This design comes from an exercise in tuning for small area and a short achievable clock period on the open sky130 flow, not from production work.
Function was checked by simulation only, so behaviour that the tests miss may differ from the original.
Power figures rest on the tool's default switching activity, not on a simulated workload.

==> flow/design.v <==
module mainModule(
		input clk, input reset,
		output [31:0] imem_addr, input [31:0] imem_data,
		output wb_alu_we, output [2:0] wb_alu_rd, output [31:0] wb_alu_data,
		output wb_mem_we, output [2:0] wb_mem_rd, output [7:0] wb_mem_data,
		output [3:0] flags
	);
	reg [31:0] pc;
	reg [31:0] ir;                                   
	reg iv;                                          
	reg [2:0] e_rm, e_rn, e_rd, e_mrn, e_mrd;
	reg [4:0] e_off;                                 
	reg e_aop, e_asrc;
	reg e_awe, e_fwe, e_ld, e_st, e_br;
	reg [7:0] rm_sr, rn_sr;                          
	reg [7:0] rm_sh, rn_sh;                          
	reg rm_old, rm_oldh, rm_p3, rm_wm, rm_wa, rm_imm;
	reg rm_ineg;                                     
	reg rn_old, rn_oldh, rn_p3, rn_wm, rn_wa;
	reg pstall;                                      
	reg m_awe, m_ld, m_st;
	reg [2:0] m_ard, m_mrd;
	reg [31:0] m_alu;
	reg [7:0] m_sd;
	reg [2:0] m_addr;
	reg m_fnew;                                      
	reg [3:0] m_fold;                                
	reg m_vraw, m_vsp, m_a31, m_craw, m_cmask;
	wire m_z = m_fnew ? (m_alu == 32'd0) : m_fold[3];
	wire m_n = m_fnew ? m_alu[31] : m_fold[2];
	wire m_c = m_fnew ? (m_craw & ~m_cmask) : m_fold[1];
	wire m_v = m_fnew ? (m_vsp ? m_a31 : m_vraw) : m_fold[0];
	reg w_awe, w_mwe;
	reg [2:0] w_ard, w_mrd;
	reg [31:0] w_alu;
	reg [7:0] w_mem;
	reg w_z, w_n, w_c, w_v;
	reg [3:0] fl;                                    
	reg [63:0]  rlo;                                 
	reg [191:0] rhi;                                 
	reg [7:0]  hz;
	wire [7:0] hz_sel;                               
	reg [31:0] r0old;
	reg [63:0] dm;                                   
	wire [15:0] ia = ir[15:0];
	wire [15:0] im = ir[31:16];
	wire a_wr0  = ia[4:0] == 5'b00011;
	wire a_cmp0 = ia[4:0] == 5'b01000;
	wire a_nop0 = ia[4:0] == 5'b00000;
	wire o_st0  = im[4:0] == 5'b01100;
	wire o_ld0  = im[4:0] == 5'b01101;
	wire o_br0  = im[4:0] == 5'b11010;
	wire o_jp0  = im[4:0] == 5'b11110;
	wire o_nop0 = im[4:0] == 5'b00000;
	wire a_wr = iv & a_wr0, a_cmp = iv & a_cmp0;
	wire o_st = iv & o_st0, o_ld = iv & o_ld0, o_br = iv & o_br0, o_jp = iv & o_jp0;
	wire undef = iv & (~(a_wr0 | a_cmp0 | a_nop0) | ~(o_st0 | o_ld0 | o_br0 | o_jp0 | o_nop0));
	wire v   = m_v;
	wire brt = e_br & m_n;
	wire hz_stall = m_ld & (m_mrd != 3'd0) &
		((e_rm == m_mrd) | (e_rn == m_mrd) | (e_mrn == m_mrd));
	wire stall = hz_stall & ~v;
	wire if_flush = (v | brt | o_jp | undef) & ~stall;
	wire id_flush = (v | brt) & ~stall;
	wire [31:0] btarget = {{23{e_off[4]}}, e_off, e_mrn, 1'b0};
	wire [31:0] jtarget = {{20{im[15]}}, im[15:5], 1'b0};
	wire [31:0] pc_next = v ? 32'h00FF00FF : brt ? btarget : o_jp ? jtarget :
		undef ? 32'h00FF00FF : pc + 32'd4;
	always @(posedge clk) begin
		if (reset) pc <= 32'd0;
		else if (~stall) pc <= pc_next;
		if (~stall) ir <= imem_data;
		if (reset | if_flush) iv <= 1'b0;
		else if (~stall) iv <= 1'b1;
		if (~stall) begin
			e_rm <= ia[15:13] & {3{iv}}; e_rn <= ia[12:10] & {3{iv}}; e_rd <= ia[9:7];
			e_mrn <= im[10:8] & {3{iv}}; e_mrd <= im[7:5]; e_off <= im[15:11];
			e_aop <= ia[5]; e_asrc <= ia[6];
		end
		if (reset | id_flush) {e_awe, e_fwe, e_ld, e_st, e_br} <= 5'd0;
		else if (~stall) {e_awe, e_fwe, e_ld, e_st, e_br} <= {a_wr, a_wr | a_cmp, o_ld, o_st, o_br};
		pstall <= stall;
	end
	wire [2:0] n_rm = stall ? e_rm : ia[15:13];
	wire [2:0] n_rn = stall ? e_rn : ia[12:10];
	wire n_asrc = stall ? e_asrc : ia[6];
	wire n_rm_p3 = ~stall & e_awe & (e_rd == n_rm) & (n_rm != 3'd0);
	wire n_rm_wm = m_ld & (m_mrd == n_rm) & (n_rm != 3'd0);
	wire n_rm_wa = m_awe & (m_ard == n_rm) & (n_rm != 3'd0);
	wire n_rn_p3 = ~stall & e_awe & (e_rd == n_rn) & (n_rn != 3'd0);
	wire n_rn_wm = m_ld & (m_mrd == n_rn) & (n_rn != 3'd0);
	wire n_rn_wa = m_awe & (m_ard == n_rn) & (n_rn != 3'd0);
	wire n_rm_rf = ~n_asrc & ~n_rm_p3 & ~n_rm_wm & ~n_rm_wa;
	wire n_rn_rf = ~n_rn_p3 & ~n_rn_wm & ~n_rn_wa;
	wire [7:0] n_rm_dec = 8'd1 << n_rm;
	wire [7:0] n_rn_dec = 8'd1 << n_rn;
	always @(posedge clk) begin
		rm_imm <= n_asrc;
		rm_ineg <= n_asrc & n_rm[2];
		rm_p3 <= ~n_asrc & n_rm_p3;
		rm_wm <= ~n_asrc & ~n_rm_p3 & n_rm_wm;
		rm_wa <= ~n_asrc & ~n_rm_p3 & ~n_rm_wm & n_rm_wa;
		rm_sr <= n_rm_dec & {8{n_rm_rf}} & {7'h7f, ~stall};
		rm_sh <= n_rm_dec & {8{n_rm_rf}} & {7'h7f, ~stall} & ~hz_sel;
		rm_old <= n_rm_dec[0] & n_rm_rf & stall;
		rm_oldh <= n_rm_dec[0] & n_rm_rf & stall & ~hz[0];
		rn_p3 <= n_rn_p3;
		rn_wm <= ~n_rn_p3 & n_rn_wm;
		rn_wa <= ~n_rn_p3 & ~n_rn_wm & n_rn_wa;
		rn_sr <= n_rn_dec & {8{n_rn_rf}} & {7'h7f, ~stall};
		rn_sh <= n_rn_dec & {8{n_rn_rf}} & {7'h7f, ~stall} & ~hz_sel;
		rn_old <= n_rn_dec[0] & n_rn_rf & stall;
		rn_oldh <= n_rn_dec[0] & n_rn_rf & stall & ~hz[0];
	end
	wire [7:0] r0lo_eff = pstall ? r0old[7:0] : rlo[0+:8];
	wire [23:0] r0hi_eff = pstall ? r0old[31:8] : (hz[0] ? 24'd0 : rhi[0+:24]);    
	wire [255:0] rf_eff;
	assign rf_eff[31:0] = {r0hi_eff, r0lo_eff};
	genvar ri;
	generate
		for (ri = 1; ri < 8; ri = ri + 1) begin : g_rd
			assign rf_eff[32*ri +: 32] = {hz[ri] ? 24'd0 : rhi[24*ri +: 24], rlo[8*ri +: 8]};
		end
	endgenerate
	reg [31:0] rm_or, rn_or;
	integer k;
	always @(*) begin
		rm_or[7:0]  = ({8{rm_old}} & r0old[7:0]) | ({8{rm_p3}} & m_alu[7:0]) |
			({8{rm_wm}} & w_mem) | ({8{rm_wa}} & w_alu[7:0]) | {{5{rm_ineg}}, {3{rm_imm}} & e_rm};
		rm_or[31:8] = ({24{rm_oldh}} & r0old[31:8]) | ({24{rm_p3}} & m_alu[31:8]) |
			({24{rm_wa}} & w_alu[31:8]) | {24{rm_ineg}};
		rn_or[7:0]  = ({8{rn_old}} & r0old[7:0]) | ({8{rn_p3}} & m_alu[7:0]) |
			({8{rn_wm}} & w_mem) | ({8{rn_wa}} & w_alu[7:0]);
		rn_or[31:8] = ({24{rn_oldh}} & r0old[31:8]) | ({24{rn_p3}} & m_alu[31:8]) |
			({24{rn_wa}} & w_alu[31:8]);
		for (k = 0; k < 8; k = k + 1) begin
			rm_or[7:0]  = rm_or[7:0]  | ({8{rm_sr[k]}}  & rlo[8*k +: 8]);
			rm_or[31:8] = rm_or[31:8] | ({24{rm_sh[k]}} & rhi[24*k +: 24]);
			rn_or[7:0]  = rn_or[7:0]  | ({8{rn_sr[k]}}  & rlo[8*k +: 8]);
			rn_or[31:8] = rn_or[31:8] | ({24{rn_sh[k]}} & rhi[24*k +: 24]);
		end
	end
	wire [31:0] rm_val = rm_or;
	wire [31:0] rn_val = rn_or;
	wire mrn_p3 = m_awe & (m_ard == e_mrn) & (e_mrn != 3'd0);
	wire mrn_wm = w_mwe & (w_mrd == e_mrn) & (e_mrn != 3'd0);
	wire mrn_wa = w_awe & (w_ard == e_mrn) & (e_mrn != 3'd0);
	wire [31:0] mrn_rf = rf_eff[32*e_mrn +: 32];
	wire [31:0] mrd_rf = rf_eff[32*e_mrd +: 32];
	wire [2:0] mrn_val = mrn_p3 ? m_alu[2:0] : mrn_wm ? w_mem[2:0] : mrn_wa ? w_alu[2:0] : mrn_rf[2:0];
	wire mrd_pf = pstall & w_awe & (w_ard == e_mrd) & (e_mrd != 3'd0);
	wire [7:0] mrd_val = mrd_pf ? w_alu[7:0] : mrd_rf[7:0];
	wire [31:0] A = rn_val;
	wire [31:0] B = rm_val;
	wire sub = e_aop;
	wire [31:0] Bx = B ^ {32{sub}};
	wire [31:0] pp = A ^ Bx;
	wire [31:0] gg = A & Bx;
	reg [191:0] pg, pq;                                         
	integer l, i, j;
	always @(*) begin
		pg[31:0] = {gg[31:1], gg[0] | (pp[0] & sub)};
		pq[31:0] = pp;
		for (l = 0; l < 5; l = l + 1) begin
			for (i = 0; i < 32; i = i + 1) begin
				if ((i >> l) & 1) begin
					j = ((i >> l) << l) - 1;
					pg[32*(l+1)+i] = pg[32*l+i] | (pq[32*l+i] & pg[32*l+j]);
					pq[32*(l+1)+i] = pq[32*l+i] & pq[32*l+j];
				end else begin
					pg[32*(l+1)+i] = pg[32*l+i];
					pq[32*(l+1)+i] = pq[32*l+i];
				end
			end
		end
	end
	wire [31:0] cy = pg[160 +: 32];                                   
	wire [31:0] out = pp ^ {cy[30:0], sub};
	wire cout = cy[31];
	wire bx_lo_ones = &Bx[30:0];
	wire f_cmask = sub & bx_lo_ones & Bx[31];
	wire f_vsp = sub & bx_lo_ones & ~Bx[31];
	wire [2:0] addr = e_off[2:0] + mrn_val;
	always @(posedge clk) begin
		if (reset | v | stall) {m_awe, m_ld, m_st} <= 3'd0;
		else {m_awe, m_ld, m_st} <= {e_awe, e_ld, e_st};
		m_ard <= e_rd; m_mrd <= e_mrd;
		m_alu <= out; m_sd <= mrd_val; m_addr <= addr;
		m_fnew <= e_fwe & ~stall & ~reset & ~v;
		m_fold <= (reset | v) ? 4'd0 : {m_z, m_n, m_c, m_v};
		m_vraw <= cy[30] ^ cy[31]; m_vsp <= f_vsp; m_a31 <= A[31];
		m_craw <= cout; m_cmask <= f_cmask;
	end
	wire st_fwd = w_mwe & (w_mrd != 3'd0) & (w_mrd == m_mrd);
	wire [7:0] st_data = reset ? 8'd0 : st_fwd ? w_mem : m_sd;
	wire [7:0] mem_out = dm[m_addr*8 +: 8];
	genvar gi;
	generate
		for (gi = 0; gi < 8; gi = gi + 1) begin : g_dm
			always @(posedge clk)
				if (reset | (m_st & (m_addr == gi))) dm[gi*8 +: 8] <= st_data;
		end
	endgenerate
	always @(posedge clk) begin
		w_awe <= m_awe & ~reset;
		w_mwe <= m_ld & ~reset;
		w_ard <= m_ard; w_mrd <= m_mrd;
		w_alu <= m_alu; w_mem <= mem_out;
		{w_z, w_n, w_c, w_v} <= reset ? 4'd0 : {m_z, m_n, m_c, m_v};
		fl <= reset ? 4'd0 : {w_z, w_n, w_c, w_v};
	end
	wire [7:0] wd_m = reset ? 8'd0 : w_mem;
	wire [7:0] wd_a = reset ? 8'd0 : w_alu[7:0];
	generate
		for (gi = 0; gi < 8; gi = gi + 1) begin : g_rf
			wire mw = w_mwe & (w_mrd == gi);
			wire aw = w_awe & (w_ard == gi);
			assign hz_sel[gi] = mw | (hz[gi] & ~aw);
			always @(posedge clk) begin
				if (reset | mw | aw) rlo[gi*8 +: 8] <= mw ? wd_m : wd_a;
				if (aw) rhi[gi*24 +: 24] <= w_alu[31:8];
				hz[gi] <= reset | hz_sel[gi];
			end
		end
	endgenerate
	always @(posedge clk) begin
		r0old <= {rhi[0+:24], rlo[0+:8]};
	end
	assign imem_addr = pc;
	assign wb_alu_we = w_awe;
	assign wb_alu_rd = w_ard;
	assign wb_alu_data = w_alu;
	assign wb_mem_we = w_mwe;
	assign wb_mem_rd = w_mrd;
	assign wb_mem_data = w_mem;
	assign flags = fl;
endmodule
==> flow/flow/run.sh <==
#!/bin/bash
# Standard ORFS layout (the standard.sh, standard synthesis unchanged) with a
# tighter timing-repair target, smaller port buffers and a denser floorplan.
# Each tool's full output stays in orfs/logs; make's own output goes to standard.log.
set -o pipefail
bash standard.sh \
  SETUP_SLACK_MARGIN=6.5 \
  "BUFFER_PORTS_ARGS=-buffer_cell sky130_fd_sc_hd__buf_2" \
  finish > standard.log 2>&1
==> flow/standard.sh <==
#!/bin/bash
# synth_recipe.tcl (not shown) runs the flow's synth.tcl, then flattens the netlist and writes it again
# the make line also repeats each setting of config.mk as NAME=value (left out here)
make -C /OpenROAD-flow-scripts/flow DESIGN_CONFIG=/design/flow/config.mk WORK_HOME=/design/flow/orfs CLKGATE_MAP_FILE= SYNTH_SCRIPT=/design/flow/synth_recipe.tcl "${@:-finish}"
==> flow/config.mk <==
export PLATFORM = sky130hd
export DESIGN_NAME = mainModule
export DESIGN_NICKNAME = mainModule
export VERILOG_FILES = /design/flow/design.v
export SDC_FILE = /design/flow/constraint.sdc
export NUM_CORES = 4
export LEC_CHECK = 0
export ABC_AREA = 1
export CAP_MARGIN = 20
export CORE_MARGIN = 2
export CORE_UTILIZATION = 60
export CTS_CLUSTER_DIAMETER = 80
export CTS_CLUSTER_SIZE = 20
export PLACE_DENSITY = 0.7
export SLEW_MARGIN = 20
==> flow/constraint.sdc <==
create_clock -name core_clock -period 10.0 [get_ports {clk}]
set_input_delay 2.0000 -clock core_clock [delete_from_list [all_inputs] [get_ports {clk}]]
set_output_delay 2.0000 -clock core_clock [all_outputs]
set_load 0.01 [all_outputs]
==> results of run 1 <==
==> worst register-to-register path, cell delays in order, from the launching register on <==
cell and delay, ps:
dfxtp_2 410, buf_12 200, clkinvlp_4 110, buf_4 150
buf_4 170, o21ai_0 280, a211oi_2 90, nand4_1 110
nand2_1 80, ha_1 340, a21oi_1 170, nand2_2 100
nand3_2 90, nand2_4 70, a21oi_4 150, o21ai_2 70
buf_6 140, fa_1 430, xor2_1 150
==> flip-flops by register name, indices dropped and copies added, names as in the netlist, 5 cells and up <==
| register | count |
|---|---|
| m_alu | 32 |
| rlo | 64 |
| rhi | 192 |
| dm | 64 |
| rn_sh | 8 |
| rm_sh | 8 |
| w_mem | 8 |
| ir | 32 |
| rm_sr | 8 |
| w_alu | 32 |
| e_off | 5 |
| pc | 32 |
| rn_sr | 8 |
| hz | 8 |
| r0old | 32 |
| m_sd | 8 |
==> cell usage in the layout (no fill, tap or decap), types with 10 or more instances in the layout <==
| master | count |
|---|---|
| a31oi_1 | 13 |
| a22o_1 | 21 |
| nor2_4 | 10 |
| xnor2_1 | 18 |
| inv_1 | 231 |
| nor3_1 | 27 |
| nand4_1 | 79 |
| clkbuf_16 | 39 |
| o211ai_1 | 12 |
| buf_2 | 116 |
| o221ai_1 | 15 |
| a22oi_1 | 18 |
| a211oi_1 | 10 |
| a21oi_1 | 139 |
| nand3_1 | 138 |
| nand2_2 | 12 |
| ha_1 | 32 |
| clkbuf_1 | 20 |
| nor2_1 | 185 |
| nor4_1 | 16 |
| nand2_1 | 856 |
| o21ai_2 | 10 |
| xor2_1 | 56 |
| edfxtp_1 | 373 |
| o21ai_0 | 181 |
| inv_2 | 10 |
| a221oi_1 | 128 |
| buf_4 | 37 |
| dfxtp_1 | 231 |
==> how the worst max path moves through the flow <==
stage / cells after the start / start / slack (ps) / to
final: 1 / w_mem[2] / 6560 / wb_mem_data[2]
after global routing: 18 / rm_p3 / 6430 / m_alu[17]
after detailed placement: 4 / reset / 5440 / dm[35]
after global placement: 4 / reset / 5520 / dm[3]
after CTS: 4 / reset / 6440 / dm[25]
after floorplan: 5 / reset / 6480 / dm[0]
==> per-stage QoR <==
step	total power, mW	hold WS, ps
after global routing	5.70	375
after CTS	5.49	371
after detailed placement	3.87	363
final	5.51	365
after global placement	3.85	359
after floorplan	3.53	332
==> power by group through the flow <==
stage | registers (mW) | logic (mW) | clock network (mW)
final | 3.22 | 0.649 | 1.64
after global routing | 3.24 | 0.721 | 1.74
after CTS | 3.20 | 0.631 | 1.66
after detailed placement | 3.26 | 0.614 | 0
after global placement | 3.26 | 0.593 | 0
after floorplan | 3.12 | 0.408 | 0
==> cell type report <==
type                       instances  area [um2]  area share, %
sequential                       614       16000           51.7
multi-input combinational       2056       11000           35.4
timing repair buffer             166        1080           3.47
clock buffer                      60        1060           3.43
inverter                         248         973           3.14
tap                              607         759           2.45
clock inverter                    10         115          0.371
timing repair inverter             2        13.8         0.0443
==> repair_timing <==
| action | 4_1_cts | 5_1_grt |
|---|---|---|
| endpoints found under the hold margin | 0 | 0 |
| cloned | 4 | 1 |
| hold buffers | 0 | 0 |
| setup endpoints to repair | 307 | 254 |
| pin swaps | 4 | 5 |
| gates resized for setup | 48 | 31 |
| setup buffers | 7 | 4 |
==> cell families (layout without fill, tap and decap cells) <==
kind of cell / after synthesis / count (layout) / share of synthesized area (%)
DFF: 614 / 614 / 56.7
AOI/OAI and AO/OA: 577 / 578 / 13.1
adders and majority gates: 38 / 38 / 1.84
xor gates and xnor gates: 74 / 74 / 2.29
and+or+nand+nor: 1364 / 1365 / 20.8
other: 1 / 1 / 0.0133
buffers and inverters: 384 / 486 / 5.30
==> metal layers <==
layer | up-vias | track usage, % | routed length, um | part of all wire [%]
li1 | 10800 | - | - | -
met1 | 11400 | 47.8 | 35200 | 39
met2 | 1542 | 57.4 | 40800 | 45
met3 | 355 | 7.12 | 9170 | 10
met4 | 0 | 19.6 | 5680 | 6.2
met5 | - | 0 | 0 | 0
==> summary.txt, run 1 <==
Initial antenna violation count -> 0
RSZ-0062 raised after global routing -> true
Slew headroom -> 22.8%
Max IR drop VDD -> 194 uV
Switching pwr -> 1.59 mW
Pwr dens -> 178 nW/um2
Slowest CP cell -> dfxtp_1
Crit Path Max Fanout -> 6
DR vias -> 24000
Core area -> 46600 um2
Global-route wire length before repair -> 136 mm
Net Sw Frac -> 28.8%
GRT Residual Overflow -> 0
Drt total wl -> 90.9 mm
Post-synth top cells -> nand2_1, edfxtp_1, dfxtp_1
Synthesis warning total -> 1
WP data required -> 8000 ps
Synthesized instance count -> 3052
Dpl ws -> 5440 ps
Worst setup EP type -> output port
Final Max Slew Viols -> 0
Clk_skew -> 28.2 ps
I/O Buffers -> 117
Clock latency (worst-skew pair) -> 600 ps
Non-Filler Instances -> 3763
Die area -> 48900 um2
EDFF count, synth -> 373
Min Tclk post-route -> 3440 ps
Drc violations -> 0
Yosys cell types -> 59
Syn Area/Cell -> 9.27 um2
Placer Congestion -> 0.954
Max-cap violations -> 0
Hold Crit Class -> flop to flop
H-tree depth -> 2
Cells along the critical path -> buf_2
CP bufs+invs -> 1
Fin nets -> 3199
R2R setup slack -> 6580 ps
Synthesis-to-layout area growth -> 9.77%
Final setup fails -> 0
Share of cells above drive strength 1 -> 10.4%
Worst-Margin Slew -> 1150 ps
Die width -> 221 um
Cts bufs inserted -> 39
Clock transition at path regs -> 90 ps
Clock tree buffer depth -> 3
First-pass iteration count of the detailed router -> 8
Global-route usage over all layers -> 36.4%
Initial DRC Count -> 3233
Main area contributors after synthesis -> edfxtp_1, dfxtp_1, nand2_1
Die Ht -> 221 um
Synth area leader -> edfxtp_1
Ant. Diodes -> 0
Reg power frac -> 58.4%
Wire length per cell -> 24.2 um
Hold Fails Final Rpt -> 0
Worst setup margin -> 6560 ps
Starting Density -> 60.8%
Setup tns final -> 0 ps
Post-DP HPWL -> 60.0 mm
FMAX -> 290 MHz
Largest net degree at the start of global routing -> 45
Logic pwr share -> 11.8%
CTS tree -> built
Syn nets -> 3124
Seq cells post-synth -> 614
DP Area -> 29400 um2
Largest delay contributor family on the critical path -> flip-flops
Setup CP Type -> flop to output port
Period utilisation layout -> 34.4%
Dpl cells -> 3677
Fill cells -> 3734
ANT nets after route -> 0
Mapped Area -> 28300 um2
Most common cell in the synthesized netlist -> nand2_1
Min-Delay Endpoint -> w_alu[9]
I/O pin cnt -> 118
Vias in the first global route -> 23100
Clk sinks -> 614
Status -> finished clean
Fin util -> 66.7%
Register area share after synthesis -> 56.7%
R2R depth -> 18
Via density -> 6.39
Hold Crit Start -> m_alu[9]
Critical path startpoint category -> flop
Internal -> 3.92 mW
Crit path DAT -> 1440 ps
Leakage power -> 12.4 nW
Reg2reg start -> rm_p3
CTS root buffer -> clkbuf_16
Final instance area -> 31000 um2
Yosys top cell area share -> 39.6%
Reg-to-reg endpoint -> m_alu[17]
Row count -> 79
Clock network fraction of total power -> 29.8%
Max incr delay on CP -> 640 ps
Post-synth ARST share -> 0%
Hold depth -> 0
Top_reg_cell synth -> edfxtp_1
==> run 2, diff against run 1 <==
--- a/flow/design.v
+++ b/flow/design.v
@@ -163,7 +163,13 @@
 		pq[31:0] = pp;
 		for (l = 0; l < 5; l = l + 1) begin
 			for (i = 0; i < 32; i = i + 1) begin
-				if ((i >> l) & 1) begin
+				if (i == 1) begin
+					pg[32*(l+1)+i] = gg[1] | (pp[1] & gg[0]) | (pp[1] & pp[0] & sub);
+					pq[32*(l+1)+i] = pq[32*l+i] & pq[32*l+0];
+				end else if (i == (1 << l)) begin
+					pg[32*(l+1)+i] = gg[i] | (pp[i] & gg[i-1]) | (pp[i] & pp[i-1] & pg[32*l+i-2]);
+					pq[32*(l+1)+i] = pq[32*l+i] & pq[32*l+i-1];
+				end else if ((i >> l) & 1) begin
 					j = ((i >> l) << l) - 1;
 					pg[32*(l+1)+i] = pg[32*l+i] | (pq[32*l+i] & pg[32*l+j]);
 					pq[32*(l+1)+i] = pq[32*l+i] & pq[32*l+j];
==> run 2 against run 1 <==
  * Total power increased by 0.29%
  * Clock skew decreased by 5.6 ps
  * Still clean on timing, DRC and antenna
  * Sequential power about the same
  * Die area increased by 0.96%
  * Sequential share of layout area decreased by 0.35 points
  * Critical path depth increased by 4
  * Critical endpoint is now dm[23]
  * Highest routed layer unchanged
  * Worst setup slack got worse by 44 ps
  * Hold slack improved by 11 ps
  * Largest power group unchanged
  * Wire length increased by 0.30%
  * Combinational power increased by 6.2%
==> summary.txt, run 2 <==
Status -> finished clean
Drc violations -> 0 (unchanged)
FMAX -> 287 MHz (-1.3%)
Largest registers -> rhi (192), dm (64), rlo (64)
Vias in the first global route -> 23200 (+0.24%)
Min Tclk post-route -> 3490 ps (+43.6 ps)
R2R depth -> 19 (+1)
Crit Path Max Fanout -> 54 (+48)
Drt total wl -> 91.2 mm (+0.30%)
Post-synth top cells -> nand2_1, edfxtp_1, inv_1
Clk sinks -> 614 (unchanged)
Internal -> 3.94 mW (+0.30%)
GRT Residual Overflow -> 0 (unchanged)
Core area -> 46800 um2 (+0.42%)
Critical path startpoint category -> input pin
Die area -> 49400 um2 (+0.96%)
Final Total Pwr -> 5.53 mW (+0.29%)
Pwr dens -> 177 nW/um2 (-0.34%)
Clock latency (worst-skew pair) -> 600 ps (about the same)
Wire length per cell -> 23.5 um (-2.9%)
Met2 WL -> 41.6 mm (+1.9%)
Share of cells above drive strength 1 -> 9.63% (-0.79 points)
Most frequent cells in the layout -> nand2_1, edfxtp_1, inv_1
Ant. Diodes -> 0 (unchanged)
Reg-to-reg endpoint -> m_alu[27]
EDFF count, synth -> 373 (unchanged)
Synth area leader -> edfxtp_1
Cells along the critical path -> buf_2, buf_4, clkinv_1, buf_6, o21ai_1
Reg2reg start -> rn_wa
Worst-Margin Slew -> 953 ps (-202 ps)
Max reg flops -> 192 (unchanged)
Clock transition at path regs -> 80 ps (about the same)
Max-cap violations -> 0 (unchanged)
Synthesis warning total -> 1 (unchanged)
Initial DRC Count -> 3409 (+5.4%)
Hold Fails Final Rpt -> 0 (unchanged)
Reg power frac -> 57.7% (-0.7 points)
Hold depth -> 0 (unchanged)
Cts bufs inserted -> 38 (-2.6%)
Syn nets -> 3234 (+3.5%)
I/O pin cnt -> 118 (unchanged)
H-tree depth -> 2 (unchanged)
Slew headroom -> 36.5% (+14 points)
DR vias -> 24500 (+1.8%)
Crit path DAT -> 3700 ps (+2260 ps)
RSZ-0062 raised after global routing -> true
WP data required -> 10210 ps (+2210 ps)
Seq cells post-synth -> 614 (unchanged)
CTS tree -> built
Fin nets -> 3321 (+3.8%)
Row count -> 79 (unchanged)
I/O Buffers -> 117 (unchanged)
Worst setup EP type -> flop
Mapped Area -> 28600 um2 (+0.98%)
Die width -> 222 um (+0.48%)
Setup CP Type -> input pin to flop
Clk_skew -> 22.6 ps (-5.60 ps)
CTS root buffer -> clkbuf_16
Largest net degree at the start of global routing -> 55 (+22%)
Net Sw Frac -> 28.8% (about the same)
Clock tree buffer depth -> 3 (unchanged)
Min-Delay Endpoint -> w_alu[17]
Die Ht -> 222 um (+0.48%)
Syn Area/Cell -> 9.02 um2 (-2.6%)
Max IR drop VDD -> 179 uV (-7.7%)
Global-route usage over all layers -> 36.2% (-0.18 points)
Largest delay contributor family on the critical path -> buffers and inverters
Yosys top cell area share -> 39.2% (-0.38 points)
Initial antenna violation count -> 1 (+1)
Global-route wire length before repair -> 137 mm (+0.20%)
Setup tns final -> 0 ps (unchanged)
Hold Crit Class -> flop to flop
Synthesis-to-layout area growth -> 9.40%
CP bufs+invs -> 4 (+3)
Final setup fails -> 0 (unchanged)
R2R setup slack -> 6610 ps (+30 ps)
Register area share after synthesis -> 56.1% (-0.55 points)
Placer Congestion -> 0.974 (+2.1%)
CTS hold repair buffers -> 0 (unchanged)
Max incr delay on CP -> 530 ps (-110 ps)
Most common cell in the synthesized netlist -> nand2_1
Most flops, register -> rhi
Top_reg_cell synth -> edfxtp_1
Post-synth ARST share -> 0% (unchanged)
Clock network fraction of total power -> 29.8% (about the same)
Yosys cell types -> 59 (unchanged)
Slowest CP cell -> o21ai_1
Hold Crit Start -> m_alu[17]
Most common cell after layout, fill and taps aside -> nand2_1
Period utilisation layout -> 34.9% (+0.44 points)
Starting Density -> 61.1% (+0.33 points)
Final Max Slew Viols -> 0 (unchanged)
Via density -> 6.29 (-1.5%)
Leakage power -> 12.7 nW (+2.4%)
First-pass iteration count of the detailed router -> 10 (+2)
Top sig layer -> met4
Logic pwr share -> 12.5% (+0.7 points)
Main area contributors after synthesis -> edfxtp_1, dfxtp_1, nand2_1
WL met3 -> 9.59 mm (+4.6%)
Switching pwr -> 1.59 mW (+0.25%)
Met1 wire length -> 35.2 mm (about the same)
Synthesized instance count -> 3165 (+3.7%)
ANT nets after route -> 0 (unchanged)
Post-DP HPWL -> 59.9 mm (about the same)
run 2: layout make-up:
class | instances | area [um2]
Sequential cell | 614 | 16000
Fill cell | 3717 | 15500
Multi-Input combinational cell | 2124 | 11100
Inverter | 297 | 1120
Clock buffer | 63 | 1120
Timing Repair Buffer | 177 | 1090
Tap cell | 607 | 759
Clock inverter | 6 | 55.1
run 2: worst max-delay path by stage:
stage	from	to	slack [ps]	cells after the start
floorplan	reset	dm[0]	6480	5
global placement	reset	dm[28]	5900	5
detailed placement	reset	dm[33]	5840	6
CTS	reset	dm[6]	6480	6
global route	rn_oldh	m_alu[29]	6430	19
finish	reset	dm[23]	6510	5
run 2: repair_timing:
item | CTS | global route
buffers inserted | 11 | 11
gates resized for setup | 11 | 32
endpoints found under the setup margin | 120 | 171
gates cloned | 1 | 0
pin swaps | 2 | 5
endpoints found under the hold margin | 0 | 0
run 2: logic make-up (layout without fill, tap and decap cells):
logic type               Yosys count  after routing  synth area share, %
buffers and inverters            428            543                 5.80
AND/OR/NAND/NOR                 1412           1413                 21.1
flip-flops                       614            614                 56.1
adder cells (fa/ha/maj)           35             35                 1.56
other                              1              1               0.0131
XOR/XNOR                          57             57                 1.75
AO/OA/AOI/OAI                    618            618                 13.7
run 2: worst reg2reg max path, stage by stage (launching register included):
cell      delay [ps]
dfxtp_1          310
buf_4            320
inv_1            210
o21ai_0          100
a221oi_1         380
nand3_1          170
ha_1             340
nand3_1           90
nand2_1          100
a21boi_2         170
inv_1             90
a21oi_4          190
o21bai_4         110
nand3_1          140
nand2_4           80
buf_4            200
nand3_1          110
nand2_1           70
nand2_1           70
nand2_1           60
run 2: per-layer routing:
metal,vias to the layer above,track usage [%]
met5,-,0
met4,0,16.4
met3,339,6.61
met2,1597,58.5
met1,11400,47.9
li1,11100,-
run 2: power groups by stage:
stage	clock network, mW	registers, mW	logic (mW)
floorplan	0	3.12	0.434
global placement	0	3.23	0.638
detailed placement	0	3.24	0.655
CTS	1.65	3.18	0.663
global route	1.74	3.21	0.764
finish	1.65	3.19	0.689
run 2: metrics by stage:
stage          cell area [um2]  std cells  hold WS (ps)  utilization (%)  setup slack, ps
6_report                 31200       3888           376             66.8             6510
5_1_grt                  31200       3888           387             66.8             6430
3_5_place_dp             29700       3795           364             63.5             5840
4_1_cts                  31000       3876           376             66.3             6480
2_1_floorplan            28600       3165           332                -             6480
3_3_place_gp             29700       3795           362             63.5             5900
==> run 3, diff against run 2 <==
--- a/flow/flow/run.sh
+++ b/flow/flow/run.sh
@@ -4,6 +4,6 @@
 # Each tool's full output stays in orfs/logs; make's own output goes to standard.log.
 set -o pipefail
 bash standard.sh \
-  SETUP_SLACK_MARGIN=6.5 \
+  SETUP_SLACK_MARGIN=6.7 \
   "BUFFER_PORTS_ARGS=-buffer_cell sky130_fd_sc_hd__buf_2" \
   finish > standard.log 2>&1
==> run 3 against run 2 <==
  * Clock power is 2% lower
  * Non-clock buffer count up 29
  * Total power is 0.11% higher
  * Core utilization increased by 2.0 points
  * Highest routed layer unchanged
  * Critical endpoint is now imem_addr[20]
==> summary.txt, run 3 <==
Die Ht -> 222 um (unchanged)
Hold slack -> 374 ps (-1.78 ps)
Largest delay contributor family on the critical path -> flip-flops
Post-synth ARST share -> 0% (unchanged)
Syn Area/Cell -> 9.02 um2 (unchanged)
Main area contributors after synthesis -> edfxtp_1, dfxtp_1, nand2_1
Critical path startpoint category -> flop
Crit Path Max Fanout -> 8 (-85%)
Largest family of logic cells by synthesized area -> simple AND/OR/NAND/NOR gates
Most frequent cells in the layout -> nand2_1, edfxtp_1, inv_1
Clock tree buffer depth -> 3 (unchanged)
Synthesis-to-layout area growth -> 12.7%
Placer Congestion -> 0.989 (+1.6%)
Pwr dens -> 172 nW/um2 (-2.8%)
Drt total wl -> 92.4 mm (+1.3%)
Ant. Diodes -> 0 (unchanged)
DP Area -> 29700 um2 (+0.15%)
WP data required -> 8000 ps (-2210 ps)
Largest net degree at the start of global routing -> 49 (-11%)
Final Max Slew Viols -> 0 (unchanged)
RSZ-0062 raised after global routing -> true
GRT Residual Overflow -> 0 (unchanged)
CP bufs+invs -> 1 (-3)
CTS root buffer -> clkbuf_16
DR vias -> 24900 (+1.6%)
Min Tclk post-route -> 3280 ps (-211 ps)
Worst setup EP type -> output port
Yosys cell types -> 59 (unchanged)
Synth area leader -> edfxtp_1
Most common cell after layout, fill and taps aside -> nand2_1
Logic pwr share -> 13.1% (+0.6 points)
Setup CP Type -> flop to output port
H-tree depth -> 2 (unchanged)
Starting Density -> 61.1% (unchanged)
Most common cell in the synthesized netlist -> nand2_1
Via density -> 6.34 (+0.76%)
Setup tns final -> 0 ps (unchanged)
Clk_skew -> 30.1 ps (+7.52 ps)
Drc violations -> 0 (unchanged)
Leakage power -> 13.0 nW (+2.3%)
Max reg flops -> 192 (unchanged)
Final Total Pwr -> 5.54 mW (+0.11%)
Post-synth top cells -> nand2_1, edfxtp_1, inv_1
Cells along the critical path -> buf_2
Syn nets -> 3234 (unchanged)
Fill cells -> 3660 (-1.5%)
Share of cells above drive strength 1 -> 13.8% (+4.2 points)
Hold Fails Final Rpt -> 0 (unchanged)
CTS tree -> built
Final instance area -> 32200 um2 (+3.0%)
Most flops, register -> rhi
Row count -> 79 (unchanged)
Net Sw Frac -> 28.9% (+0.079 points)
Dpl cells -> 3797 (+0.053%)
Clock latency (worst-skew pair) -> 590 ps (about the same)
Initial antenna violation count -> 1 (unchanged)
Non-Filler Instances -> 3919 (+0.80%)
Reg power frac -> 57.8% (about the same)
Cts bufs inserted -> 38 (unchanged)
Die width -> 222 um (unchanged)
Hold Crit Class -> flop to flop
Final setup fails -> 0 (unchanged)
Mux cell area share after synthesis -> 0% (unchanged)
Die area -> 49400 um2 (unchanged)
Yosys top cell area share -> 39.2% (unchanged)
Internal -> 3.93 mW (about the same)
Fin nets -> 3352 (+0.93%)
ANT nets after route -> 0 (unchanged)
Post-DP HPWL -> 59.7 mm (-0.35%)
Fin util -> 68.8% (+2.0 points)
Top_reg_cell synth -> edfxtp_1
Vias in the first global route -> 23400 (+0.75%)
CTS hold repair buffers -> 0 (unchanged)
Post-synthesis adder-cell area fraction -> 1.56% (unchanged)
Global-route usage over all layers -> 36.2% (-0.074 points)
Post-synthesis compound-gate area fraction -> 13.7% (unchanged)
Worst-Margin Slew -> 927 ps (-25.7 ps)
I/O pin cnt -> 118 (unchanged)
Initial DRC Count -> 3584 (+5.1%)
Max incr delay on CP -> 490 ps (-40 ps)
Period utilisation layout -> 32.8% (-2.1 points)
Seq cells post-synth -> 614 (unchanged)
Global-route wire length before repair -> 136 mm (-0.15%)
Status -> finished clean
First-pass iteration count of the detailed router -> 8 (-2)
Core area -> 46800 um2 (unchanged)
Wire length per cell -> 23.6 um (+0.52%)
Mapped Area -> 28600 um2 (unchanged)
Clock transition at path regs -> 80 ps (about the same)
Switching pwr -> 1.60 mW (+0.38%)
Clk sinks -> 614 (unchanged)
Crit path DAT -> 1280 ps (-2420 ps)
Slew headroom -> 38.2% (+1.7 points)
Max-cap violations -> 0 (unchanged)
XOR/XNOR Fraction of Synth Area -> 1.75% (unchanged)
Synthesis warning total -> 1 (unchanged)
Slowest CP cell -> dfxtp_1
Largest registers -> rhi (192), dm (64), rlo (64)
Register area share after synthesis -> 56.1% (unchanged)
Worst setup margin -> 6720 ps (+211 ps)
I/O Buffers -> 117 (unchanged)
EDFF count, synth -> 373 (unchanged)
Clock network fraction of total power -> 29.1% (-0.7 points)
Post-Synth Simple-Gate Area -> 21.1% (unchanged)
FMAX -> 305 MHz (+6.5%)
Dpl ws -> 5310 ps (-532 ps)
Synthesized instance count -> 3165 (unchanged)
Max IR drop VDD -> 189 uV (+5.9%)
## run 3: cell count changes in the layout (fill, tap and decap cells not counted), sizes merged
| cell | change |
|---|---|
| clkinv | -2 |
| buf | +26 |
| clkbuf | +2 |
| nand2 | +2 |
| bufbuf | +1 |
| inv | +1 |
| clkinvlp | +1 |
## run 3: power by group through the flow
| stage | Sequential [mW] | Combinational (mW) | Clock (mW) |
|---|---|---|---|
| finish | 3.20 | 0.727 | 1.61 |
| global route | 3.21 | 0.807 | 1.70 |
| CTS | 3.18 | 0.672 | 1.62 |
| detailed placement | 3.23 | 0.655 | 0 |
| global placement | 3.23 | 0.634 | 0 |
| floorplan | 3.12 | 0.435 | 0 |
## run 3: final timing paths
| check | cells after the start | slack [ps] | startpoint | end |
|---|---|---|---|---|
| hold / removal | 0 | 370 | m_alu[18] | w_alu[18] |
| setup / recovery | 1 | 6720 | pc[20] | imem_addr[20] |
| setup reg to reg | 22 | 6740 | rn_p3 | m_vraw |
| hold reg to reg | 0 | 370 | m_alu[18] | w_alu[18] |
## run 3: kinds of logic (layout without fill, tap and decap cells)
family	Yosys count	after routing
simple gates	1412	1415
compound gates	618	618
flops	614	614
buf+inv	428	572
xor+xnor	57	57
fa+ha+maj	35	35
other cells	1	1
## run 3: area by class of cell
cell class / instances / area (um2) / share of cell area, %
well taps: 607 / 759 / 2.36
repair buffers: 206 / 1470 / 4.56
clock inverters: 6 / 66.3 / 0.206
clock buffers: 63 / 1080 / 3.34
inverters: 297 / 1130 / 3.53
multi-input cells: 2126 / 11600 / 36.0
flip-flops and latches: 614 / 16100 / 50.0
## run 3: per-layer routing
| metal | part of all wire, % | wire (um) | GRT usage (%) | vias to the layer above |
|---|---|---|---|---|
| met2 | 47 | 43000 | 58.4 | 1625 |
| met1 | 38 | 34800 | 46.8 | 11700 |
| met4 | 5.2 | 4790 | 18.0 | 0 |
| li1 | - | - | - | 11200 |
| met5 | 0 | 0 | 0 | - |
| met3 | 11 | 9740 | 7.05 | 333 |
## run 3: what timing repair did
| item | in CTS | in global routing |
|---|---|---|
| cloned | 3 | 2 |
| setup buffers | 12 | 34 |
| endpoints found under the setup margin | 402 | 148 |
| pin swaps | 7 | 37 |
| gates resized for setup | 89 | 120 |
==> run 4, diff against run 3 <==
--- a/flow/flow/run.sh
+++ b/flow/flow/run.sh
@@ -4,6 +4,6 @@
 # Each tool's full output stays in orfs/logs; make's own output goes to standard.log.
 set -o pipefail
 bash standard.sh \
-  SETUP_SLACK_MARGIN=6.7 \
+  SETUP_SLACK_MARGIN=6.9 \
   "BUFFER_PORTS_ARGS=-buffer_cell sky130_fd_sc_hd__buf_2" \
   finish > standard.log 2>&1
==> run 4 against run 3 <==
  * Still clean on timing, DRC and antenna
  * Die area did not move
  * Design area up 3.5%
  * Critical path depth rose by 16
  * Via count up 3.7%
  * Non-clock buffer count up 71
  * Sequential share of layout area shrank 1.0 points
  * Fmax is 0.37% lower
  * Worst setup slack worse by 12 ps
  * Total power up 3.0%
  * Combinational power up 29%
  * Critical endpoint is now m_vraw
==> summary.txt, run 4 <==
H-tree depth -> 2 (unchanged)
RSZ-0062 raised after global routing -> true
Post-synthesis adder-cell area fraction -> 1.56% (unchanged)
Most common cell after layout, fill and taps aside -> nand2_1
I/O Buffers -> 117 (unchanged)
Die width -> 222 um (unchanged)
Pwr dens -> 171 nW/um2 (-0.52%)
Via density -> 6.46 (+1.9%)
Cts bufs inserted -> 38 (unchanged)
Most flops, register -> rhi
Crit path DAT -> 3780 ps (+2500 ps)
Final setup fails -> 0 (unchanged)
FMAX -> 304 MHz (-0.37%)
Die area -> 49400 um2 (unchanged)
Yosys top cell area share -> 39.2% (unchanged)
Largest net degree at the start of global routing -> 49 (unchanged)
Seq cells post-synth -> 614 (unchanged)
WL met3 -> 11.0 mm (+13%)
Most common cell in the synthesized netlist -> nand2_1
Clk sinks -> 614 (unchanged)
Worst-Margin Slew -> 1060 ps (+129 ps)
Post-DP HPWL -> 60.8 mm (+1.8%)
Clock transition at path regs -> 80 ps (about the same)
Clock tree buffer depth -> 3 (unchanged)
Synth area leader -> edfxtp_1
Initial antenna violation count -> 0 (-1)
EDFF count, synth -> 373 (unchanged)
Placer Congestion -> 0.976 (-1.4%)
Register area share after synthesis -> 56.1% (unchanged)
Setup tns final -> 0 ps (unchanged)
Post-Synth Simple-Gate Area -> 21.1% (unchanged)
Top_reg_cell synth -> edfxtp_1
Most frequent cells in the layout -> nand2_1, edfxtp_1, inv_1
XOR/XNOR Fraction of Synth Area -> 1.75% (unchanged)
Final Max Slew Viols -> 0 (unchanged)
DR vias -> 25800 (+3.7%)
GRT Residual Overflow -> 0 (unchanged)
ANT nets after route -> 0 (unchanged)
Syn Area/Cell -> 9.02 um2 (unchanged)
R2R setup slack -> 6710 ps (-30 ps)
Worst setup margin -> 6710 ps (-12.2 ps)
Hold Crit Class -> flop to flop
Min Tclk post-route -> 3290 ps (+12.2 ps)
WP data required -> 10490 ps (+2490 ps)
CTS hold repair buffers -> 0 (unchanged)
Non-Filler Instances -> 3990 (+1.8%)
Status -> finished clean
Drc violations -> 0 (unchanged)
Core area -> 46800 um2 (unchanged)
Yosys cell types -> 59 (unchanged)
Post-synthesis compound-gate area fraction -> 13.7% (unchanged)
Vias in the first global route -> 24700 (+5.5%)
Met1 wire length -> 36.0 mm (+3.3%)
Max reg flops -> 192 (unchanged)
Top sig layer -> met4
Synthesis-to-layout area growth -> 16.7%
Met2 WL -> 45.0 mm (+4.7%)
Clk_skew -> 25.9 ps (-4.19 ps)
Drt total wl -> 98.6 mm (+6.7%)
Syn nets -> 3234 (unchanged)
Fin util -> 71.3% (+2.4 points)
Hold Fails Final Rpt -> 0 (unchanged)
Largest registers -> rhi (192), dm (64), rlo (64)
Worst setup EP type -> flop
Mapped Area -> 28600 um2 (unchanged)
Leakage power -> 13.5 nW (+4.0%)
Crit Path Max Fanout -> 24 (+16)
Main area contributors after synthesis -> edfxtp_1, dfxtp_1, nand2_1
I/O pin cnt -> 118 (unchanged)
Synthesized instance count -> 3165 (unchanged)
Die Ht -> 222 um (unchanged)
Setup CP Type -> flop to flop
Slew headroom -> 29.6% (-8.6 points)
Post-synth ARST share -> 0% (unchanged)
Initial DRC Count -> 3705 (+3.4%)
Final Total Pwr -> 5.70 mW (+3.0%)
Dpl ws -> 5790 ps (+480 ps)
Period utilisation layout -> 32.9% (+0.12 points)
Critical path startpoint category -> flop
First-pass iteration count of the detailed router -> 9 (+1)
Fin nets -> 3425 (+2.2%)
Wire length per cell -> 24.7 um (+4.8%)
Largest family of logic cells by synthesized area -> simple AND/OR/NAND/NOR gates
CTS root buffer -> clkbuf_16
Global-route wire length before repair -> 145 mm (+6.6%)
Synthesis warning total -> 1 (unchanged)
Share of cells above drive strength 1 -> 17.4% (+3.5 points)
Max IR drop VDD -> 169 uV (-11%)
Max-cap violations -> 0 (unchanged)
Starting Density -> 61.1% (unchanged)
Row count -> 79 (unchanged)
Ant. Diodes -> 0 (unchanged)
CTS tree -> built
Post-synth top cells -> nand2_1, edfxtp_1, inv_1
Dpl cells -> 3799 (+0.053%)
Mux cell area share after synthesis -> 0% (unchanged)
Clock latency (worst-skew pair) -> 600 ps (about the same)
Global-route usage over all layers -> 38.7% (+2.5 points)
## run 4: cell counts after synthesis
No cell type changed its count.
## run 4: cell families (layout without fill, tap and decap cells)
| group | after synthesis | after routing |
|---|---|---|
| xor+xnor | 57 | 57 |
| buf+inv | 428 | 642 |
| fa+ha+maj | 35 | 35 |
| flops | 614 | 614 |
| compound gates | 618 | 619 |
| other cells | 1 | 1 |
| simple gates | 1412 | 1415 |
## run 4: through the flow
step           area, um2  hold WS (ps)
2_1_floorplan      28700           332
3_3_place_gp       29800           368
3_5_place_dp       29800           367
4_1_cts            32600           374
5_1_grt            33300           380
6_report           33300           376
## run 4: timing repair
item	CTS	global route
resized for setup	255	118
gates cloned	6	2
pin swaps	16	38
setup endpoints to repair	372	118
setup buffers	98	17
## run 4: layout make-up
cell class	instances	area, um2
Fill cell	3504	13400
Multi-Input combinational cell	2127	11700
Clock buffer	61	1090
Inverter	297	1130
Clock inverter	6	62.6
Timing Repair inverter	1	5.00
Tap cell	607	759
Timing Repair Buffer	277	2250
Sequential cell	614	16300
## run 4: worst max-delay path: stages (launching register included)
cell      delay [ps]
dfxtp_1          300
buf_4            290
a221oi_1         310
nand4_1          140
a221oi_1         290
nand3_1          170
ha_1             400
nand2_1           80
inv_1            160
nand3_2          140
inv_2            160
nand3_1          160
nor3_1           250
nand2_2          110
nand3_4           90
inv_2             30
nand2_1           60
nand2_1           50
## run 4: routing by layer
metal  GRT usage, %  vias to the layer above
met3           8.23                      447
li1               -                    11300
met2           62.0                     1790
met5              0                        -
met1           49.2                    12200
met4           21.3                        0
## run 4: worst paths after layout
kind,startpoint,endpoint,cells past startpoint
worst max-delay path,rn_sh[0],m_vraw,17
worst min-delay path,m_alu[17],w_alu[17],0
worst max register to register,rn_sh[0],m_vraw,17
worst min register to register,m_alu[17],w_alu[17],0
## run 4: power breakdown
group / total (mW) / switching, mW / internal [mW] / leakage (nW)
clock: 1.62 / 0.859 / 0.765 / 0.555
combinational: 0.939 / 0.588 / 0.351 / 7.34
sequential: 3.14 / 0.207 / 2.93 / 5.64
==> run 5, diff against run 4 <==
--- a/flow/flow/run.sh
+++ b/flow/flow/run.sh
@@ -4,6 +4,6 @@
 # Each tool's full output stays in orfs/logs; make's own output goes to standard.log.
 set -o pipefail
 bash standard.sh \
-  SETUP_SLACK_MARGIN=6.9 \
+  SETUP_SLACK_MARGIN=7.1 \
   "BUFFER_PORTS_ARGS=-buffer_cell sky130_fd_sc_hd__buf_2" \
   finish > standard.log 2>&1
==> run 5 against run 4 <==
  * Critical endpoint is now m_alu[31]
  * Wire length down 1.0%
  * Synthesized area unchanged
  * Highest routed layer unchanged
  * Largest cell class unchanged
  * Count of clock-buffer cells in the layout up 2
  * Clock power up 3%
  * Worst setup slack better by 48 ps
  * Synthesized cell count unchanged
  * Still clean on timing, DRC and antenna
  * Sequential share of layout area down 1.2 points
==> summary.txt, run 5 <==
Core area -> 46800 um2 (unchanged)
ANT nets after route -> 0 (unchanged)
Max-cap violations -> 0 (unchanged)
Final setup fails -> 0 (unchanged)
Initial DRC Count -> 3406 (-8.1%)
First-pass iteration count of the detailed router -> 6 (-3)
Most common cell in the synthesized netlist -> nand2_1
Drt total wl -> 97.5 mm (-1.0%)
Clk_skew -> 34.8 ps (+8.87 ps)
Critical path startpoint category -> flop
Die area -> 49400 um2 (unchanged)
EDFF count, synth -> 373 (unchanged)
Top_reg_cell synth -> edfxtp_1
Final Total Pwr -> 5.80 mW (+1.7%)
Worst setup EP type -> flop
Syn Area/Cell -> 9.02 um2 (unchanged)
H-tree depth -> 2 (unchanged)
Net Sw Frac -> 28.4% (-0.57 points)
Clock transition at path regs -> 90 ps (about the same)
R2R depth -> 19 (+2)
Status -> finished clean
Syn nets -> 3234 (unchanged)
Synthesized instance count -> 3165 (unchanged)
Worst-Margin Slew -> 935 ps (-121 ps)
Final instance area -> 34200 um2 (+2.7%)
Yosys top cell area share -> 39.2% (unchanged)
Placer Congestion -> 0.975 (about the same)
Min Tclk post-route -> 3240 ps (-47.6 ps)
Synth area leader -> edfxtp_1
Global-route usage over all layers -> 38.2% (-0.46 points)
Main area contributors after synthesis -> edfxtp_1, dfxtp_1, nand2_1
Final Max Slew Viols -> 0 (unchanged)
Mapped Area -> 28600 um2 (unchanged)
Post-synth top cells -> nand2_1, edfxtp_1, inv_1
Leakage power -> 13.8 nW (+2.2%)
Starting Density -> 61.1% (unchanged)
Crit Path Max Fanout -> 5 (-79%)
Largest registers -> rhi (192), dm (64), rlo (64)
RSZ-0062 raised after global routing -> true
Reg-to-reg endpoint -> m_alu[31]
Die Ht -> 222 um (unchanged)
Crit path DAT -> 3730 ps (-50 ps)
Vias in the first global route -> 24300 (-1.4%)
Min-Delay Endpoint -> w_alu[19]
Yosys cell types -> 59 (unchanged)
Max reg flops -> 192 (unchanged)
Dpl ws -> 5920 ps (+125 ps)
Global-route wire length before repair -> 144 mm (-1.2%)
Pwr dens -> 169 nW/um2 (-0.97%)
Hold Fails Final Rpt -> 0 (unchanged)
Switching pwr -> 1.65 mW (-0.28%)
Reg2reg start -> rm_p3
Worst setup margin -> 6760 ps (+47.6 ps)
Synthesis warning total -> 1 (unchanged)
Largest net degree at the start of global routing -> 60 (+22%)
Internal -> 4.15 mW (+2.5%)
R2R setup slack -> 6760 ps (+50 ps)
Register area share after synthesis -> 56.1% (unchanged)
Synthesis-to-layout area growth -> 19.8%
Dpl cells -> 3796 (-0.079%)
Non-Filler Instances -> 4017 (+0.68%)
Row count -> 79 (unchanged)
Setup tns final -> 0 ps (unchanged)
Ant. Diodes -> 0 (unchanged)
Post-DP HPWL -> 59.1 mm (-2.9%)
Via density -> 6.39 (-1.1%)
Share of cells above drive strength 1 -> 19.7% (+2.4 points)
Drc violations -> 0 (unchanged)
Clock latency (worst-skew pair) -> 600 ps (about the same)
I/O pin cnt -> 118 (unchanged)
Clock network fraction of total power -> 28.8% (+0.3 points)
Setup CP Type -> flop to flop
Clk sinks -> 614 (unchanged)
CTS root buffer -> clkbuf_16
GRT Residual Overflow -> 0 (unchanged)
Hold Crit Class -> flop to flop
Fill cells -> 3358 (-4.2%)
CTS tree -> built
Wire length per cell -> 24.3 um (-1.7%)
DR vias -> 25700 (-0.39%)
Initial antenna violation count -> 0 (unchanged)
Hold depth -> 0 (unchanged)
Fin nets -> 3449 (+0.70%)
Hold Crit Start -> m_alu[19]
Logic pwr share -> 17.2% (+0.7 points)
Slew headroom -> 37.7% (+8.1 points)
Most frequent cells in the layout -> nand2_1, edfxtp_1, inv_1
Seq cells post-synth -> 614 (unchanged)
Max IR drop VDD -> 206 uV (+22%)
Cts bufs inserted -> 38 (unchanged)
Most flops, register -> rhi
FMAX -> 309 MHz (+1.5%)
Post-synth ARST share -> 0% (unchanged)
Clock tree buffer depth -> 3 (unchanged)
WP data required -> 10490 ps (about the same)
I/O Buffers -> 117 (unchanged)
Reg power frac -> 54.0% (-1.0 points)
Die width -> 222 um (unchanged)
Period utilisation layout -> 32.4% (-0.48 points)
Most common cell after layout, fill and taps aside -> nand2_1
DP Area -> 29900 um2 (+0.23%)
==> run 5: cell counts after synthesis <==
Identical to the previous run, type by type.
==> run 5: cell families (layout without fill, tap and decap cells) <==
logic type               Yosys count  count (layout)  share of synthesized area, %
AND/OR/NAND/NOR                 1412            1416                          21.1
AO/OA/AOI/OAI                    618             619                          13.7
flip-flops                       614             614                          56.1
buffers and inverters            428             668                          5.80
XOR/XNOR                          57              57                          1.75
adder cells (fa/ha/maj)           35              35                          1.56
other                              1               1                        0.0131
==> run 5: cell type report <==
class	instances	area, um2	share of cell area (%)
Sequential cell	614	16300	47.7
Multi-Input combinational cell	2128	12000	35.1
Timing Repair Buffer	300	2740	8.00
Inverter	297	1160	3.39
Clock buffer	63	1130	3.30
Tap cell	607	759	2.22
Clock inverter	7	81.3	0.238
Timing Repair inverter	1	5.00	0.0146
==> run 5: worst max path at each step <==
stage	from	endpoint	slack, ps	cells after the start
after floorplan	reset	dm[32]	7010	4
after global placement	reset	dm[61]	6020	3
after detailed placement	reset	dm[62]	5920	3
after CTS	pc[11]	imem_addr[11]	6880	1
after global routing	rm_p3	m_alu[26]	6540	19
final	rm_p3	m_alu[31]	6760	19
==> run 5: routing by layer <==
metal	routed length (um)	vias up	track usage, %
met4	6540	0	20.3
met5	0	-	0
met1	35400	12000	48.8
li1	-	11400	-
met2	44500	1798	61.3
met3	11100	486	8.23
==> run 5: timing repair <==
action | 4_1_cts | 5_1_grt
hold buffers | 0 | 0
pin swaps | 38 | 63
setup buffers | 126 | 13
cloned | 8 | 3
gates resized for setup | 375 | 109
endpoints found under the setup margin | 460 | 172
==> run 5: critical path, cell delays in order (launching register included) <==
cell and delay [ps]:
dfxtp_4 360, buf_12 120, clkinvlp_4 90, buf_6 140, o21ai_1 90, a211oi_2 270, nand4_1 220, xor2_2 240
ha_4 290, inv_2 50, o21bai_4 180, a21oi_4 90, o21bai_4 220, a21boi_4 120, o21bai_4 270, nand2_2 110
nand2_2 110, a21oi_4 40, nand2_1 70, nand2_1 60
==> run 5: stage by stage <==
| step | hold WS, ps | utilization, % |
|---|---|---|
| floorplan | 332 | - |
| global placement | 368 | 63.9 |
| detailed placement | 367 | 63.9 |
| CTS | 374 | 71.8 |
| global route | 383 | 73.2 |
| finish | 367 | 73.2 |
==> run 5: power by group through the flow <==
stage	Sequential, mW	Clock, mW	Combinational [mW]
2_1_floorplan	3.12	0	0.450
3_3_place_gp	3.22	0	0.641
3_5_place_dp	3.23	0	0.662
4_1_cts	3.12	1.68	0.936
5_1_grt	3.14	1.77	1.08
6_report	3.13	1.67	0.995
==> run 6, diff against run 5 <==
--- a/flow/flow/run.sh
+++ b/flow/flow/run.sh
@@ -4,6 +4,6 @@
 # Each tool's full output stays in orfs/logs; make's own output goes to standard.log.
 set -o pipefail
 bash standard.sh \
-  SETUP_SLACK_MARGIN=7.1 \
+  SETUP_SLACK_MARGIN=6.8 \
   "BUFFER_PORTS_ARGS=-buffer_cell sky130_fd_sc_hd__buf_2" \
   finish > standard.log 2>&1
==> run 6 against run 5 <==
  * Clock power hardly changed
  * Worst setup slack worse by 110 ps
  * Wire length is 3.4% lower
  * Clock skew is 9.3 ps lower
  * Hold slack worse by 1.9 ps
  * Final cell count is 2.3% lower
  * Global-route usage is 0.98 points lower
  * Largest cell class unchanged
  * Via count is 2.6% lower
  * Register-to-register slack worse by 110 ps
==> summary.txt, run 6 <==
Most flops, register -> rhi
R2R setup slack -> 6650 ps (-110 ps)
Synth area leader -> edfxtp_1
Slew headroom -> 32.1% (-5.5 points)
Synthesis-to-layout area growth -> 12.7%
Clk sinks -> 614 (unchanged)
Fin util -> 68.8% (-4.4 points)
Main area contributors after synthesis -> edfxtp_1, dfxtp_1, nand2_1
Dpl ws -> 5860 ps (-54.9 ps)
Die width -> 222 um (unchanged)
Die Ht -> 222 um (unchanged)
Yosys cell types -> 59 (unchanged)
Hold Fails Final Rpt -> 0 (unchanged)
Synthesis warning total -> 1 (unchanged)
Yosys top cell area share -> 39.2% (unchanged)
R2R depth -> 17 (-2)
Setup tns final -> 0 ps (unchanged)
Fin nets -> 3357 (-2.7%)
Status -> finished clean
Hold Crit Class -> flop to flop
Crit path DAT -> 3830 ps (+100 ps)
Drt total wl -> 94.2 mm (-3.4%)
Hold Crit Start -> m_alu[18]
Area of the multi-input gates -> 11400 um2 (-4.9%)
Vias in the first global route -> 23700 (-2.6%)
Post-synth ARST share -> 0% (unchanged)
Post-synth top cells -> nand2_1, edfxtp_1, inv_1
Wire length per cell -> 24.0 um (-1.1%)
Final setup fails -> 0 (unchanged)
Max-cap violations -> 0 (unchanged)
Pwr dens -> 174 nW/um2 (+3.0%)
WP data required -> 10480 ps (about the same)
FMAX -> 299 MHz (-3.3%)
Post-synthesis adder-cell area fraction -> 1.56% (unchanged)
Post-DP HPWL -> 60.3 mm (+2.1%)
DR vias -> 25000 (-2.6%)
Max IR drop VDD -> 222 uV (+8.1%)
CTS root buffer -> clkbuf_16
ANT nets after route -> 0 (unchanged)
Worst setup EP type -> flop
First-pass iteration count of the detailed router -> 7 (+1)
Crit Path Max Fanout -> 12 (+7)
Register area share after synthesis -> 56.1% (unchanged)
Starting Density -> 61.1% (unchanged)
Most common cell after layout, fill and taps aside -> nand2_1
Largest registers -> rhi (192), dm (64), rlo (64)
Clk_skew -> 25.5 ps (-9.25 ps)
XOR/XNOR Fraction of Synth Area -> 1.75% (unchanged)
Hold depth -> 0 (unchanged)
Max reg flops -> 192 (unchanged)
Most common cell in the synthesized netlist -> nand2_1
Mux cell area share after synthesis -> 0% (unchanged)
Drc violations -> 0 (unchanged)
Core area -> 46800 um2 (unchanged)
Sequential cell area -> 16200 um2 (-0.69%)
Critical path startpoint category -> flop
H-tree depth -> 2 (unchanged)
Syn Area/Cell -> 9.02 um2 (unchanged)
Largest family of logic cells by synthesized area -> simple AND/OR/NAND/NOR gates
Post-Synth Simple-Gate Area -> 21.1% (unchanged)
Most frequent cells in the layout -> nand2_1, edfxtp_1, inv_1
Worst-Margin Slew -> 1020 ps (+83.2 ps)
Reg-to-reg endpoint -> m_alu[18]
Final Max Slew Viols -> 0 (unchanged)
Ant. Diodes -> 0 (unchanged)
Clock latency (worst-skew pair) -> 600 ps (about the same)
Share of cells above drive strength 1 -> 14.5% (-5.2 points)
CTS tree -> built
Setup CP Type -> flop to flop
Synthesized instance count -> 3165 (unchanged)
Seq cells post-synth -> 614 (unchanged)
I/O Buffers -> 117 (unchanged)
Cts bufs inserted -> 39 (+2.6%)
Leakage power -> 13.0 nW (-5.8%)
Min Tclk post-route -> 3350 ps (+109 ps)
EDFF count, synth -> 373 (unchanged)
Placer Congestion -> 0.993 (+1.8%)
Period utilisation layout -> 33.5% (+1.1 points)
Row count -> 79 (unchanged)
Mapped Area -> 28600 um2 (unchanged)
Clock transition at path regs -> 90 ps (about the same)
GRT Residual Overflow -> 0 (unchanged)
Via density -> 6.37 (-0.30%)
Die area -> 49400 um2 (unchanged)
Clock tree buffer depth -> 3 (unchanged)
Initial antenna violation count -> 0 (unchanged)
Global-route wire length before repair -> 141 mm (-2.2%)
Reg2reg start -> rn_oldh
Largest net degree at the start of global routing -> 49 (-18%)
Worst setup margin -> 6650 ps (-109 ps)
Min-Delay Endpoint -> w_alu[18]
Global-route usage over all layers -> 37.2% (-0.98 points)
Fill cells -> 3573 (+6.4%)
RSZ-0062 raised after global routing -> true
Post-synthesis compound-gate area fraction -> 13.7% (unchanged)
Syn nets -> 3234 (unchanged)
Initial DRC Count -> 3544 (+4.1%)
I/O pin cnt -> 118 (unchanged)
Top_reg_cell synth -> edfxtp_1
run 6: cell counts after synthesis:
Identical to the previous run, type by type.
run 6: cells by family after synthesis:
group / Yosys count
simple gates: 1412
compound gates: 618
flops: 614
buf+inv: 428
xor+xnor: 57
fa+ha+maj: 35
other cells: 1
run 6: worst max-delay path by stage:
stage / cells after the start / to / slack, ps / startpoint
2_1_floorplan: 20 / m_vraw / 6840 / rn_p3
3_3_place_gp: 5 / dm[13] / 6000 / reset
3_5_place_dp: 5 / dm[27] / 5860 / reset
4_1_cts: 18 / m_vraw / 6770 / rm_sr[1]
5_1_grt: 17 / m_alu[18] / 6610 / rn_oldh
6_report: 17 / m_alu[18] / 6650 / rn_oldh
run 6: routing by layer:
metal / up-vias / routed length, um / track usage [%]
li1: 11200 / - / -
met1: 11700 / 35600 / 49.3
met2: 1712 / 43400 / 59.8
met3: 340 / 10400 / 7.15
met4: 0 / 4720 / 16.7
met5: - / 0 / 0
run 6: area by class of cell:
class | count | share of cell area (%)
Tap cell | 607 | 2.36
Timing Repair Buffer | 208 | 4.43
Inverter | 297 | 3.53
Timing Repair inverter | 1 | 0.0156
Clock inverter | 8 | 0.218
Clock buffer | 61 | 3.52
Multi-Input combinational cell | 2127 | 35.5
Sequential cell | 614 | 50.4
run 6: through the flow:
stage	area, um2	hold WS, ps	power [mW]	cells
3_3_place_gp	29800	360	3.88	3801
2_1_floorplan	28600	332	3.56	3165
5_1_grt	32200	378	5.79	3923
4_1_cts	31600	363	5.56	3889
3_5_place_dp	29800	359	3.89	3801
6_report	32200	365	5.61	3923
run 6: report_power, final:
group | switching, mW | internal [mW] | leakage, nW
sequential | 0.265 | 2.93 | 5.63
clock | 0.873 | 0.798 | 0.584
combinational | 0.481 | 0.264 | 6.81
run 6: timing repair:
action | CTS | global route
pin swaps | 7 | 22
buffers inserted | 16 | 30
hold buffers | 0 | 0
resized for setup | 154 | 73
cloned | 3 | 4
endpoints found under the setup margin | 318 | 110
run 6: critical path, cell delays in order, from the launching register on:
cell and delay, ps:
dfxtp_4 360, buf_12 160, a22o_1 230, a221oi_2 220
nand3_1 160, a221oi_2 210, nand4_1 220, ha_4 300
a21oi_2 130, inv_1 70, a21oi_2 200, inv_2 80
a221oi_4 310, buf_6 190, nand2_8 80, nand2_2 70
nand2_1 70, xor2_1 150

==> separate check: timing with driven ports <==
No port has a modelled driver above. Below, the same layouts with a new extraction and two added sets of constraints.
Step 1: set_driving_cell puts a clkbuf_16 on clk and a buf_2 on each other input, an assumption about the parent block.
Step 2 also shifts input and output timing later by t, the mid clock arrival at the registers, as if the neighbouring blocks saw the same clock.
Three values: ideal ports, drivers, drivers and shift; two values: the first two.
run | shift t [ns] | setup WS [ns] | hold WS [ns] | worst setup path at the end
run 1 | 0.644 | 6.556 / 6.495 / 6.049 | 0.365 / 0.365 / 0.365 | input to register
run 2 | 0.649 | 6.513 / 6.513 / 5.906 | 0.376 / 0.376 / 0.376 | input to register
run 3 | 0.638 | 6.724 / 6.664 / 6.243 | 0.374 / 0.374 / 0.374 | input to register
run 4 | 0.645 | 6.712 / 6.712 / 6.366 | 0.376 / 0.376 / 0.376 | input to register
run 5 | 0.645 | 6.759 / 6.759 / 6.563 | 0.367 / 0.367 / 0.367 | input to register
run 6 | 0.643 | 6.650 / 6.650 / 6.340 | 0.365 / 0.365 / 0.365 | input to register
After both steps setup and hold are still met in every run listed. The setup slack of run 2, which loses most, moves by 0.000 ns with the drivers and by -0.607 ns with both steps.
